This design comes from an exercise in tuning for small area, a short achievable clock period and few clock cycles on the open sky130 flow, not from production work.
RTL that was checked went through simulation tests only; none was proved equivalent to the original.

wip/lagoon:
==> flow/design.v <==
module sap1(
    input           clk,
    input           rst,
    input           mem_we,
    input   [3:0]   mem_addr,
    input   [7:0]   mem_wdata,
    output  [7:0]   mem_rdata,
    output  [7:0]   out,
    output          cf,
    output          zf,
    output          halted
);
    reg     [7:0]   ir;          
    reg     [3:0]   pc;          
    reg     [7:0]   a;
    reg             c, z;
    reg     [7:0]   o;
    reg             h;           
    reg     [7:0]   ram [0:15];
    wire    [3:0]   op = ir[7:4];
    wire    [3:0]   x = ir[3:0];
    wire            hlt = (op == 4'hf);
    assign out = o;
    assign cf = c;
    assign zf = z;
    assign halted = h | (!rst & hlt);
    wire    [7:0]   m = ram[x];
    wire            s = op[0];
    wire    [8:0]   t = {1'b0, a} + {1'b0, m ^ {8{s}}} + {8'b0, s};
    wire            jump = (op == 4'h6) | (op == 4'h7 & c) | (op == 4'h8 & z);
    wire    [3:0]   fa = jump ? x : pc;
    wire    [3:0]   raddr = (rst | h | hlt) ? mem_addr : fa;
    wire    [7:0]   rd = ram[raddr];
    assign mem_rdata = rd;
    wire            sta = (op == 4'h4);
    wire    [7:0]   nxt = (sta && x == fa) ? a : rd;
    wire            we = rst ? mem_we : (!h & sta);
    wire    [3:0]   wa = rst ? mem_addr : x;
    wire    [7:0]   wd = rst ? mem_wdata : a;
    always @(posedge clk) begin
        if (we) ram[wa] <= wd;
    end
    wire    [7:0]   ram0_next = (mem_we && mem_addr == 4'h0) ? mem_wdata : ram[0];
    always @(posedge clk) begin
        ir <= rst ? ram0_next : nxt;
    end
    always @(posedge clk or posedge rst) begin
        if (rst) begin
            pc <= 4'h1;
            a <= 8'b0;
            c <= 1'b0;
            z <= 1'b0;
            o <= 8'b0;
            h <= 1'b0;
        end else if (!h) begin
            pc <= fa + 4'h1;
            case (op)
                4'h1: a <= m;
                4'h2, 4'h3: begin
                    a <= t[7:0];
                    c <= t[8] ^ s;
                    z <= (t[7:0] == 8'b0);
                end
                4'h5: a <= {4'b0, x};
                4'he: o <= a;
                4'hf: h <= 1'b1;
                default: ;
            endcase
        end
    end
endmodule
clock: 6.5 ns
lec_check: 0
abc_clock_period_in_ps: 3500
cap_margin: 20
core_margin: 2
core_utilization: 40
setup_slack_margin: 2.5
slew_margin: 20
run.sh (not shown) runs the stock make flow with config.mk's settings and CLKGATE_MAP_FILE= SYNTH_SCRIPT=/design/flow/synth_recipe.tcl, a recipe that flattens the netlist after the stock synthesis.
Inputs modified between wip/lagoon and wip/violet:
==> flow/design.v <==
module sap1(
    input           clk,
    input           rst,
    input           mem_we,
    input   [3:0]   mem_addr,
    input   [7:0]   mem_wdata,
    output  [7:0]   mem_rdata,
    output  [7:0]   out,
    output          cf,
    output          zf,
    output          halted
);
    reg     [3:0]   pc;
    reg     [7:0]   a;
    reg             c, z;
    reg     [7:0]   o;
    reg             h;
    reg     [7:0]   ram [0:15];
    assign out = o;
    assign cf = c;
    assign zf = z;
    assign halted = h;
    wire    [3:0]   raddr = (rst | h) ? mem_addr : pc;
    wire    [7:0]   ins = ram[raddr];
    assign mem_rdata = ins;
    wire    [3:0]   op = ins[7:4];
    wire    [3:0]   x = ins[3:0];
    wire    [7:0]   m = ram[x];
    wire            s = op[0];
    wire    [8:0]   t = {1'b0, a} + {1'b0, m ^ {8{s}}} + {8'b0, s};
    wire            jump = (op == 4'h6) | (op == 4'h7 & c) | (op == 4'h8 & z);
    always @(posedge clk or posedge rst) begin
        if (rst) begin
            pc <= 4'b0;
            a <= 8'b0;
            c <= 1'b0;
            z <= 1'b0;
            o <= 8'b0;
            h <= 1'b0;
        end else if (!h) begin
            pc <= jump ? x : pc + 4'b1;
            case (op)
                4'h1: a <= m;
                4'h2, 4'h3: begin
                    a <= t[7:0];
                    c <= t[8] ^ s;
                    z <= (t[7:0] == 8'b0);
                end
                4'h5: a <= {4'b0, x};
                4'he: o <= a;
                4'hf: h <= 1'b1;
                default: ;
            endcase
        end
    end
    wire            we = rst ? mem_we : (!h && op == 4'h4);
    wire    [3:0]   wa = rst ? mem_addr : x;
    wire    [7:0]   wd = rst ? mem_wdata : a;
    always @(posedge clk) begin
        if (we) ram[wa] <= wd;
    end
endmodule
## What came out
In the reports for wip/violet and wip/lagoon, the larger cell area after placement belongs to wip/violet. Delta (wip/violet minus wip/lagoon): maximum frequency down about 24%, largest net degree at the start of global routing lower, multi-input combinational area share went up 1.2 points. Summary — cell area after synthesis, wip/violet relative to wip/lagoon: lower, by 2.0%. Re met3 capacity usage during global routing: wip/lagoon was higher than wip/violet. All of wip/violet and wip/lagoon finish clean. Setup slack for wip/violet: 1.43 ns down relative to wip/lagoon. From wip/lagoon to wip/violet, cell row count did not move at all. Final cell area excluding filler cells in wip/violet is about 14% above wip/lagoon. The minimum setup slack after placement in wip/violet sits 0.84 ns below the value recorded for wip/lagoon.
Testbench counts of wip/violet, summed over its fixed seeds: cycles 19,184.
No functional check of the RTL was part of wip/lagoon.

==> re-timing with driven ports <==
The results above use ideal ports. As a check the final layouts listed here were re-extracted and re-timed, cells and wires unchanged.
Step 1 (the two cells are an assumption about what drives the block):
set clk [get_ports {clk}]
set_driving_cell -lib_cell sky130_fd_sc_hd__clkbuf_16 $clk
set_driving_cell -lib_cell sky130_fd_sc_hd__buf_2 [delete_from_list [all_inputs] $clk]
Step 2 also shifts input and output timing later by t, the mid clock arrival at the registers, as if the neighbouring blocks saw the same clock.
a / b / c = no drivers / after step 1 / after step 2; a / b = the first two.
run	shift t [ns]	setup WS [ns]	worst setup path at the end	clock arrival spread, ns	worst register clock-pin slew, ns
wip/lagoon	0.483	2.092 / 2.043 / 1.862	input to register	0.013 / 0.013	0.07 / 0.07
wip/violet	0.473	0.666 / 0.662 / 0.189	input to register	0.011 / 0.012	0.07 / 0.07
After both steps setup and hold are still met in every run listed. The setup slack of wip/violet, which loses most, moves by -0.004 ns with the drivers and by -0.477 ns with both steps.
